Source: an optimization exercise on an open RTL-to-GDS flow (aim: small area). Production flows keep margins and buffers that such runs may drop.
RTL that was checked went through simulation tests only; none was proved equivalent to the original.
Power is estimated from default activity; no workload was simulated.

==> build 38: inputs <==
## YM2149
module YM2149 (
	input      [7:0] I_DA,
	output reg [7:0] O_DA,
	output           O_DA_OE_L,
	input            I_A9_L,
	input            I_A8,
	input            I_BDIR,
	input            I_BC2,
	input            I_BC1,
	input            I_SEL_L,
	input            I_STEREO,
	output reg [7:0] O_AUDIO,
	output reg [1:0] O_CHAN,
	output reg [9:0] O_AUDIO_L,
	output reg [9:0] O_AUDIO_R,
	input      [7:0] I_IOA,
	output     [7:0] O_IOA,
	output           O_IOA_OE_L,
	input      [7:0] I_IOB,
	output     [7:0] O_IOB,
	output           O_IOB_OE_L,
	input            ENA,  
	input            RESET_L,
	input            CLK
);
clock: 10.0 ns
lec_check: 0
cap_margin: 20
core_margin: 2
core_utilization: 40
slew_margin: 20
buffer_ports_args: -buffer_cell sky130_fd_sc_hd__buf_1
cts_args: -sink_clustering_enable -repair_clock_nets -dont_use_dummy_load -buf_list sky130_fd_sc_hd__clkbuf_16 -sink_clustering_size 25 -sink_clustering_max_diameter 100
standard.sh (not shown) runs the stock make flow with config.mk's settings and CLKGATE_MAP_FILE= SYNTH_SCRIPT=/design/flow/synth_recipe.tcl, a recipe that flattens the netlist after the stock synthesis.
==> flow/flow/run.sh <==
#!/bin/bash
# Layout flow: the standard synthesis; then the combinational logic between the
# registers (which are kept exactly as that synthesis made them) is re-mapped by ABC for
# area with a few scripts, keeping the smallest result; then the standard layout
# steps on that netlist, with buf_1 port buffers and a clock tree of fewer buffers
# (settings in extra.mk).
set -euo pipefail
W=$PWD
F=$W/flow
R=$W/orfs/results/${FLOW_PLATFORM}/YM2149/base
LIB=$FLOW_HOME/platforms/${FLOW_PLATFORM}/lib/sky130_fd_sc_hd__tt_025C_1v80.lib

if [[ -f $F/extra.mk ]]; then cat $F/extra.mk >> $W/config.mk; fi

# 1. standard synthesis
bash $W/standard.sh synth > $W/log_1_synth.txt 2>&1
cp $R/1_2_yosys.v $W/std_1_2_yosys.v

# 2. re-map the combinational logic; the flip-flop cells are kept as they are
python3 $F/gen_comb.py $LIB $W/comb_map.v > $W/log_2_gen_comb.txt 2>&1
best=""; best_area=""
for s in $F/abc*.abc; do
  n=$(basename $s .abc)
  sed -e "s|@LIB@|$LIB|g" -e "s|@W@|$W|g" -e "s|@ABC@|$s|g" -e "s|@IN@|$W/std_1_2_yosys.v|g" \
      -e "s|@OUT@|$W/resyn_$n.v|g" -e "s|@TOP@|$FLOW_TOP|g" $F/resyn.ys > $W/resyn_$n.ys
  if yosys -l $W/log_2_resyn_$n.txt -q -s $W/resyn_$n.ys > /dev/null 2>&1; then
    a=$(grep "Chip area for module" $W/log_2_resyn_$n.txt | tail -1 | awk '{print $NF}')
    echo "$n $a" >> $W/log_2_resyn_areas.txt
    if [[ -z "$best" ]] || awk -v a="$a" -v b="$best_area" 'BEGIN{exit !(a < b)}'; then
      best=$n; best_area=$a
    fi
  fi
done
echo "best $best $best_area" >> $W/log_2_resyn_areas.txt
if [[ -n "$best" ]]; then
  cp $W/resyn_$best.v $R/1_2_yosys.v
  touch $R/1_2_yosys.v
fi

# 3. standard layout from the re-mapped netlist
bash $W/standard.sh finish > $W/log_3_layout.txt 2>&1
==> flow/flow/abc1.abc <==
strash
fraig
dc2
rewrite -z
refactor -z
dc2
dch -f
amap -F 3 -A 8
topo
==> flow/flow/abc2.abc <==
strash
fraig
dc2
dch -f
amap
topo
==> flow/flow/abc3.abc <==
strash
fraig
dc2
dch -f
amap -F 3 -A 8
topo
==> flow/flow/abc4.abc <==
strash
fraig
resub -K 8
dc2
dch -f
amap -F 3 -A 8
topo
==> flow/flow/abc5.abc <==
strash
fraig
dc2
dc2
dc2
dch -f
amap -F 3 -A 8
topo
==> flow/flow/extra.mk <==
export BUFFER_PORTS_ARGS = -buffer_cell sky130_fd_sc_hd__buf_1
export CTS_ARGS = -sink_clustering_enable -repair_clock_nets -dont_use_dummy_load -buf_list sky130_fd_sc_hd__clkbuf_16 -sink_clustering_size 25 -sink_clustering_max_diameter 100
==> flow/flow/gen_comb.py <==
# Writes a Verilog techmap file giving each combinational liberty cell its function,
# so a mapped netlist can be turned back into generic gates for re-mapping.
import re, sys
lib = open(sys.argv[1]).read()
out = []
pos = 0
cells = [(m.start(), m.group(1)) for m in re.finditer(r'\n\s*cell\s*\(\s*"?([\w]+)"?\s*\)\s*\{', lib)]
cells.append((len(lib), None))
for (s, name), (e, _) in zip(cells, cells[1:]):
    body = lib[s:e]
    if re.search(r'\b(ff|latch|statetable|ff_bank)\s*\(', body) or 'three_state' in body:
        continue
    pins = re.findall(r'\n\s*pin\s*\(\s*"?(\w+)"?\s*\)\s*\{(.*?)\n\s*\}', body, re.S)
    ins, outs = [], []
    for pn, pb in re.finditer(r'\n\s*pin\s*\(\s*"?(\w+)"?\s*\)', body) and [] or []:
        pass
    # split by pin blocks crudely
    for m in re.finditer(r'\n(\s*)pin\s*\(\s*"?(\w+)"?\s*\)\s*\{', body):
        pn = m.group(2)
        seg = body[m.end(): m.end() + 20000]
        d = re.search(r'direction\s*:\s*"?(\w+)"?', seg).group(1)
        if d == 'input':
            ins.append(pn)
        elif d == 'output':
            f = re.search(r'function\s*:\s*"([^"]*)"', seg)
            if not f:
                outs = None; break
            outs.append((pn, f.group(1)))
    if not outs:
        continue
    ports = ins + [o for o, _ in outs]
    v = 'module %s(%s);\n' % (name, ', '.join(ports))
    for i in ins: v += '  input %s;\n' % i
    for o, f in outs:
        v += '  output %s;\n  assign %s = %s;\n' % (o, o, f.replace('!', '~'))
    v += 'endmodule\n'
    out.append(v)
open(sys.argv[2], 'w').write(''.join(out))
print(len(out), 'cells')
==> flow/flow/resyn.ys <==
read_liberty -lib @LIB@
read_verilog @IN@
hierarchy -top @TOP@
techmap -map @W@/comb_map.v
techmap
opt -fast
opt -purge
abc -liberty @LIB@ -dont_use *probe* -dont_use *lpflow* -script @ABC@
opt_clean -purge
setundef -zero
hilomap -singleton -hicell sky130_fd_sc_hd__conb_1 HI -locell sky130_fd_sc_hd__conb_1 LO
splitnets
opt_clean -purge
insbuf -buf sky130_fd_sc_hd__buf_4 A X
check -assert -mapped
stat -liberty @LIB@
write_verilog -noattr -nohex -nodec @OUT@
==> build 75 (differences from build 38) <==
--- a/flow/design.v
+++ b/flow/design.v
@@ -102,20 +102,18 @@
 wire tick       = ENA & ena_div;
 wire tick_noise = tick & ~noise_div;
 reg  [4:0] noise_gen_cnt;
 reg [16:0] poly17;
 wire [5:0] noise_inc  = {1'b0, noise_gen_cnt} + {5'd0, tick_noise};
 wire       noise_wrap = (noise_inc >= {1'b0, r6});
 wire       noise_step = tick_noise & noise_wrap;
-reg poly17_zero;
 always @(posedge CLK) begin
 	noise_gen_cnt <= (rst | noise_step) ? 5'd0 : noise_inc[4:0];
-	poly17_zero   <= rst | (poly17_zero & ~noise_step);
 	if (rst | noise_step)
-		poly17 <= rst ? 17'd0 : {poly17[0] ^ poly17[2] ^ poly17_zero, poly17[16:1]};
+		poly17 <= rst ? 17'd0 : {poly17[0] ^ poly17[2] ^ (poly17 == 17'd0), poly17[16:1]};
 end
 reg [11:0] tone_gen_cnt1, tone_gen_cnt2, tone_gen_cnt3;
 reg  [3:1] tone_gen_op;
 wire [12:0] tinc1 = {1'b0, tone_gen_cnt1} + {12'd0, tick};
 wire [12:0] tinc2 = {1'b0, tone_gen_cnt2} + {12'd0, tick};
 wire [12:0] tinc3 = {1'b0, tone_gen_cnt3} + {12'd0, tick};
 wire twrap1 = tick & (tinc1 >= {1'b0, r1, r0});
@@ -182,22 +180,16 @@
 	endcase
 end
 wire chan_mixed = (tone_ena_l | tone_src) & (noise_ena_l | poly17[0]);
 wire [4:0] chan_amp = ~chan_mixed ? 5'd0 :
                       chan_vol[4] ? env_vol :
                       (chan_vol[3:0] == 4'd0) ? 5'd0 : {chan_vol[3:0], 1'b1};
 reg  [4:0] amp;         
+reg  [1:0] cnt_div_t1;
 reg  [7:0] dac_amp;
-reg        ena_seen1, ena_seen2;
-wire [1:0] cnt_div_t1 = ena_seen1 ? cnt_div[1:0] + 2'd1 : 2'd0;
-always @(posedge CLK) begin
-	ena_seen1 <= ~rst & (ena_seen1 | ENA);
-	ena_seen2 <= ~rst & (ena_seen2 | (ena_seen1 & ENA));
-end
-always @(*) O_CHAN = ena_seen2 ? cnt_div[1:0] + 2'd2 : 2'd0;
 always @(*) begin
 	case (amp)
 		5'b11111: dac_amp = 8'hFF;
 		5'b11110: dac_amp = 8'hD9;
 		5'b11101: dac_amp = 8'hBA;
 		5'b11100: dac_amp = 8'h9F;
 		5'b11011: dac_amp = 8'h88;
@@ -229,29 +221,30 @@
 		5'b00001: dac_amp = 8'h01;
 		default:  dac_amp = 8'h00;
 	endcase
 end
 always @(posedge CLK) begin
 	if (rst | ENA) begin
 		amp        <= rst ? 5'd0 : chan_amp;
-		O_AUDIO    <= dac_amp;  
+		cnt_div_t1 <= rst ? 2'd0 : cnt_div[1:0];
+		O_AUDIO    <= rst ? 8'd0 : dac_amp;
+		O_CHAN     <= rst ? 2'd0 : cnt_div_t1;
 	end
 end
 reg [9:0] vol_l, vol_r;
 reg       mix_done;    
 wire first = (cnt_div_t1 == 2'b10);  
-wire acc   = ~rst & ENA & (cnt_div_t1 != 2'b11);
-wire clr   = rst | (ENA & first);
-wire [9:0] base_l = clr ? 10'd0 : vol_l;
-wire [9:0] base_r = clr ? 10'd0 : vol_r;
+wire acc   = ENA & (cnt_div_t1 != 2'b11);
+wire [9:0] base_l = (ENA & first) ? 10'd0 : vol_l;
+wire [9:0] base_r = (ENA & first) ? 10'd0 : vol_r;
 wire [7:0] add_l  = (acc & ~(first & I_STEREO)) ? dac_amp : 8'd0;
 wire [7:0] add_r  = (acc & ~(cnt_div_t1 == 2'b00 & I_STEREO)) ? dac_amp : 8'd0;
 always @(posedge CLK) begin
-	vol_l    <= base_l + {2'b00, add_l};
-	vol_r    <= base_r + {2'b00, add_r};
+	vol_l    <= rst ? 10'd0 : base_l + {2'b00, add_l};
+	vol_r    <= rst ? 10'd0 : base_r + {2'b00, add_r};
 	mix_done <= ~rst & ENA & (cnt_div_t1 == 2'b11);
 	if (rst | mix_done) begin
 		O_AUDIO_L <= vol_l;
 		O_AUDIO_R <= vol_r;
 	end
 end
 assign O_IOA      = r14;
==> flow/run.sh (new file) <==
#!/bin/bash
# synth_recipe.tcl (not shown) runs the flow's synth.tcl, then flattens the netlist and writes it again
# the make line also repeats each setting of config.mk as NAME=value (left out here)
make -C /OpenROAD-flow-scripts/flow DESIGN_CONFIG=/design/flow/config.mk WORK_HOME=/design/flow/orfs CLKGATE_MAP_FILE= SYNTH_SCRIPT=/design/flow/synth_recipe.tcl finish
BUFFER_PORTS_ARGS = unset   (was -buffer_cell sky130_fd_sc_hd__buf_1)
CORE_UTILIZATION = 60   (was 40)
CTS_ARGS = unset   (was -sink_clustering_enable -repair_clock_nets -dont_use_dummy_load -buf_list sky130_fd_sc_hd__clkbuf_16 -sink_clustering_size 25 -sink_clustering_max_diameter 100)
CTS_BUF_LIST = sky130_fd_sc_hd__clkbuf_4   (was unset)
PLACE_DENSITY = 0.7   (was unset)
removed: flow/flow/run.sh
removed: flow/flow/abc1.abc
removed: flow/flow/abc2.abc
removed: flow/flow/abc3.abc
removed: flow/flow/abc4.abc
removed: flow/flow/abc5.abc
removed: flow/flow/extra.mk
removed: flow/flow/gen_comb.py
removed: flow/flow/resyn.ys
removed: flow/standard.sh
==> build 72 (differences from build 38) <==
--- a/flow/design.v
+++ b/flow/design.v
@@ -102,20 +102,18 @@
 wire tick       = ENA & ena_div;
 wire tick_noise = tick & ~noise_div;
 reg  [4:0] noise_gen_cnt;
 reg [16:0] poly17;
 wire [5:0] noise_inc  = {1'b0, noise_gen_cnt} + {5'd0, tick_noise};
 wire       noise_wrap = (noise_inc >= {1'b0, r6});
 wire       noise_step = tick_noise & noise_wrap;
-reg poly17_zero;
 always @(posedge CLK) begin
 	noise_gen_cnt <= (rst | noise_step) ? 5'd0 : noise_inc[4:0];
-	poly17_zero   <= rst | (poly17_zero & ~noise_step);
 	if (rst | noise_step)
-		poly17 <= rst ? 17'd0 : {poly17[0] ^ poly17[2] ^ poly17_zero, poly17[16:1]};
+		poly17 <= rst ? 17'd0 : {poly17[0] ^ poly17[2] ^ (poly17 == 17'd0), poly17[16:1]};
 end
 reg [11:0] tone_gen_cnt1, tone_gen_cnt2, tone_gen_cnt3;
 reg  [3:1] tone_gen_op;
 wire [12:0] tinc1 = {1'b0, tone_gen_cnt1} + {12'd0, tick};
 wire [12:0] tinc2 = {1'b0, tone_gen_cnt2} + {12'd0, tick};
 wire [12:0] tinc3 = {1'b0, tone_gen_cnt3} + {12'd0, tick};
 wire twrap1 = tick & (tinc1 >= {1'b0, r1, r0});
@@ -182,22 +180,16 @@
 	endcase
 end
 wire chan_mixed = (tone_ena_l | tone_src) & (noise_ena_l | poly17[0]);
 wire [4:0] chan_amp = ~chan_mixed ? 5'd0 :
                       chan_vol[4] ? env_vol :
                       (chan_vol[3:0] == 4'd0) ? 5'd0 : {chan_vol[3:0], 1'b1};
 reg  [4:0] amp;         
+reg  [1:0] cnt_div_t1;
 reg  [7:0] dac_amp;
-reg        ena_seen1, ena_seen2;
-wire [1:0] cnt_div_t1 = ena_seen1 ? cnt_div[1:0] + 2'd1 : 2'd0;
-always @(posedge CLK) begin
-	ena_seen1 <= ~rst & (ena_seen1 | ENA);
-	ena_seen2 <= ~rst & (ena_seen2 | (ena_seen1 & ENA));
-end
-always @(*) O_CHAN = ena_seen2 ? cnt_div[1:0] + 2'd2 : 2'd0;
 always @(*) begin
 	case (amp)
 		5'b11111: dac_amp = 8'hFF;
 		5'b11110: dac_amp = 8'hD9;
 		5'b11101: dac_amp = 8'hBA;
 		5'b11100: dac_amp = 8'h9F;
 		5'b11011: dac_amp = 8'h88;
@@ -229,29 +221,30 @@
 		5'b00001: dac_amp = 8'h01;
 		default:  dac_amp = 8'h00;
 	endcase
 end
 always @(posedge CLK) begin
 	if (rst | ENA) begin
 		amp        <= rst ? 5'd0 : chan_amp;
-		O_AUDIO    <= dac_amp;  
+		cnt_div_t1 <= rst ? 2'd0 : cnt_div[1:0];
+		O_AUDIO    <= rst ? 8'd0 : dac_amp;
+		O_CHAN     <= rst ? 2'd0 : cnt_div_t1;
 	end
 end
 reg [9:0] vol_l, vol_r;
 reg       mix_done;    
 wire first = (cnt_div_t1 == 2'b10);  
-wire acc   = ~rst & ENA & (cnt_div_t1 != 2'b11);
-wire clr   = rst | (ENA & first);
-wire [9:0] base_l = clr ? 10'd0 : vol_l;
-wire [9:0] base_r = clr ? 10'd0 : vol_r;
+wire acc   = ENA & (cnt_div_t1 != 2'b11);
+wire [9:0] base_l = (ENA & first) ? 10'd0 : vol_l;
+wire [9:0] base_r = (ENA & first) ? 10'd0 : vol_r;
 wire [7:0] add_l  = (acc & ~(first & I_STEREO)) ? dac_amp : 8'd0;
 wire [7:0] add_r  = (acc & ~(cnt_div_t1 == 2'b00 & I_STEREO)) ? dac_amp : 8'd0;
 always @(posedge CLK) begin
-	vol_l    <= base_l + {2'b00, add_l};
-	vol_r    <= base_r + {2'b00, add_r};
+	vol_l    <= rst ? 10'd0 : base_l + {2'b00, add_l};
+	vol_r    <= rst ? 10'd0 : base_r + {2'b00, add_r};
 	mix_done <= ~rst & ENA & (cnt_div_t1 == 2'b11);
 	if (rst | mix_done) begin
 		O_AUDIO_L <= vol_l;
 		O_AUDIO_R <= vol_r;
 	end
 end
 assign O_IOA      = r14;
==> flow/flow/run.sh (replaced) <==
#!/bin/bash
# Layout flow: the standard synthesis, then the combinational logic between the
# (unchanged) registers is re-mapped by ABC for area, then the standard layout steps
# with smaller port buffers and a clock tree of smaller buffers.
set -euo pipefail
W=$PWD
F=$W/flow
R=$W/orfs/results/${FLOW_PLATFORM}/YM2149/base
LIB=$FLOW_HOME/platforms/${FLOW_PLATFORM}/lib/sky130_fd_sc_hd__tt_025C_1v80.lib

if [[ -f $F/extra.mk ]]; then cat $F/extra.mk >> $W/config.mk; fi

# 1. standard synthesis
bash $W/standard.sh synth > $W/log_1_synth.txt 2>&1
cp $R/1_2_yosys.v $W/std_1_2_yosys.v

# 2. re-map the combinational logic; the flip-flop cells are kept as they are
python3 $F/gen_comb.py $LIB $W/comb_map.v > $W/log_2_gen_comb.txt 2>&1
sed -e "s|@LIB@|$LIB|g" -e "s|@F@|$F|g" -e "s|@W@|$W|g" -e "s|@IN@|$W/std_1_2_yosys.v|g" \
    -e "s|@OUT@|$W/resyn_1_2_yosys.v|g" -e "s|@TOP@|$FLOW_TOP|g" $F/resyn.ys > $W/resyn.ys
yosys -l $W/log_2_resyn.txt -q -s $W/resyn.ys > /dev/null 2>&1
cp $W/resyn_1_2_yosys.v $R/1_2_yosys.v
touch $R/1_2_yosys.v

# 3. standard layout from the re-mapped netlist
bash $W/standard.sh finish > $W/log_3_layout.txt 2>&1
==> flow/flow/resyn.abc (new file) <==
strash
fraig
dc2
dch -f
amap
topo
==> flow/flow/resyn.ys (replaced) <==
read_liberty -lib @LIB@
read_verilog @IN@
hierarchy -top @TOP@
techmap -map @W@/comb_map.v
techmap
opt -fast
opt -purge
abc -liberty @LIB@ -dont_use *probe* -dont_use *lpflow* -script @F@/resyn.abc
opt_clean -purge
setundef -zero
hilomap -singleton -hicell sky130_fd_sc_hd__conb_1 HI -locell sky130_fd_sc_hd__conb_1 LO
splitnets
opt_clean -purge
insbuf -buf sky130_fd_sc_hd__buf_4 A X
check -assert -mapped
stat -liberty @LIB@
write_verilog -noattr -nohex -nodec @OUT@
removed: flow/flow/abc1.abc
removed: flow/flow/abc2.abc
removed: flow/flow/abc3.abc
removed: flow/flow/abc4.abc
removed: flow/flow/abc5.abc
==> comparison table <==
Iteration count of the initial detailed-routing pass: build 72 5; build 38 6; build 75 6
Net Sw Power: build 72 0.000553 W; build 38 0.000550 W; build 75 0.000762 W
All-layer global routing usage: build 72 18.6%; build 38 18.7%; build 75 28.0%
Sequential Power Share: build 72 61.1%; build 38 61.2%; build 75 48.0%
FF/Latch Area: build 72 7190 um2; build 38 7130 um2; build 75 7190 um2
Time the worst path needs with I/O delays and setup: build 72 5850 ps; build 38 6390 ps; build 75 5510 ps
Fill cells: build 72 2765; build 38 2655; build 75 1736
Met1 wire length: build 72 13.0 mm; build 38 12.5 mm; build 75 14.7 mm
Switching power as a share of total power: build 72 25.4%; build 38 25.4%; build 75 26.7%
Antenna violations before repair: build 72 0; build 38 0; build 75 2
Maximum frequency from static timing analysis: build 72 0.171 GHz; build 38 0.157 GHz; build 75 0.182 GHz
Count of routing violations after the opening detailed-route iteration: build 72 964; build 38 664; build 75 778
Number of antenna cells inserted: build 72 0; build 38 0; build 75 6
Placed cell count: build 72 1639; build 38 1617; build 75 1613
Stage delay of the slowest cell on the critical path: build 72 790 ps; build 38 720 ps; build 75 730 ps
Result of the run: build 72 finished clean; build 38 finished clean; build 75 failed layout checks
Violated checks: build 72 -; build 38 -; build 75 antenna rules
Per-instance average area after synthesis: build 72 10.1 um2; build 38 10.1 um2; build 75 10.7 um2
Drt wl/cell: build 72 17.2 um; build 38 17.6 um; build 75 18.8 um
Cell count after synthesis: build 72 1154; build 38 1131; build 75 1272
Worst Setup Slack post-DPL: build 72 3620 ps; build 38 3600 ps; build 75 4020 ps
Hold_ws: build 72 429 ps; build 38 435 ps; build 75 425 ps
Met2 routed wirelength: build 72 12.2 mm; build 38 13.1 mm; build 75 14.7 mm
Detail Route met3 WL: build 72 2.25 mm; build 38 2.26 mm; build 75 2.96 mm
Power in sequential cells: build 72 0.00133 W; build 38 0.00133 W; build 75 0.00137 W
The RTL of build 75 and build 72 was laid out without a check of its function.

-- re-timing with driven ports --
In the flow no input, the clock included, has a driving cell. The finished layouts below were timed again as built, in two steps.
Step 1, drivers: a clkbuf_16 drives CLK and a buf_2 each remaining input, both assumed.
Step 2 times the ports against the registers' clock, not the clock port: input delays grow and output delays shrink by t, the midpoint of the rising clock arrivals with the driver on.
a / b / c = no drivers / after step 1 / after step 2; a / b = the first two.
| run | t, ns | setup slack, ns | latest minus earliest clock arrival (ns) |
|---|---|---|---|
| build 38 | 0.537 | 3.612 / 3.565 / 3.540 | 0.034 / 0.034 |
| build 75 | 0.703 | 4.491 / 4.447 / 3.984 | 0.039 / 0.039 |
| build 72 | 0.538 | 4.153 / 4.104 / 3.644 | 0.063 / 0.063 |
The setup slack of build 72, which loses most, moves by -0.049 ns with the drivers and by -0.509 ns with both steps.
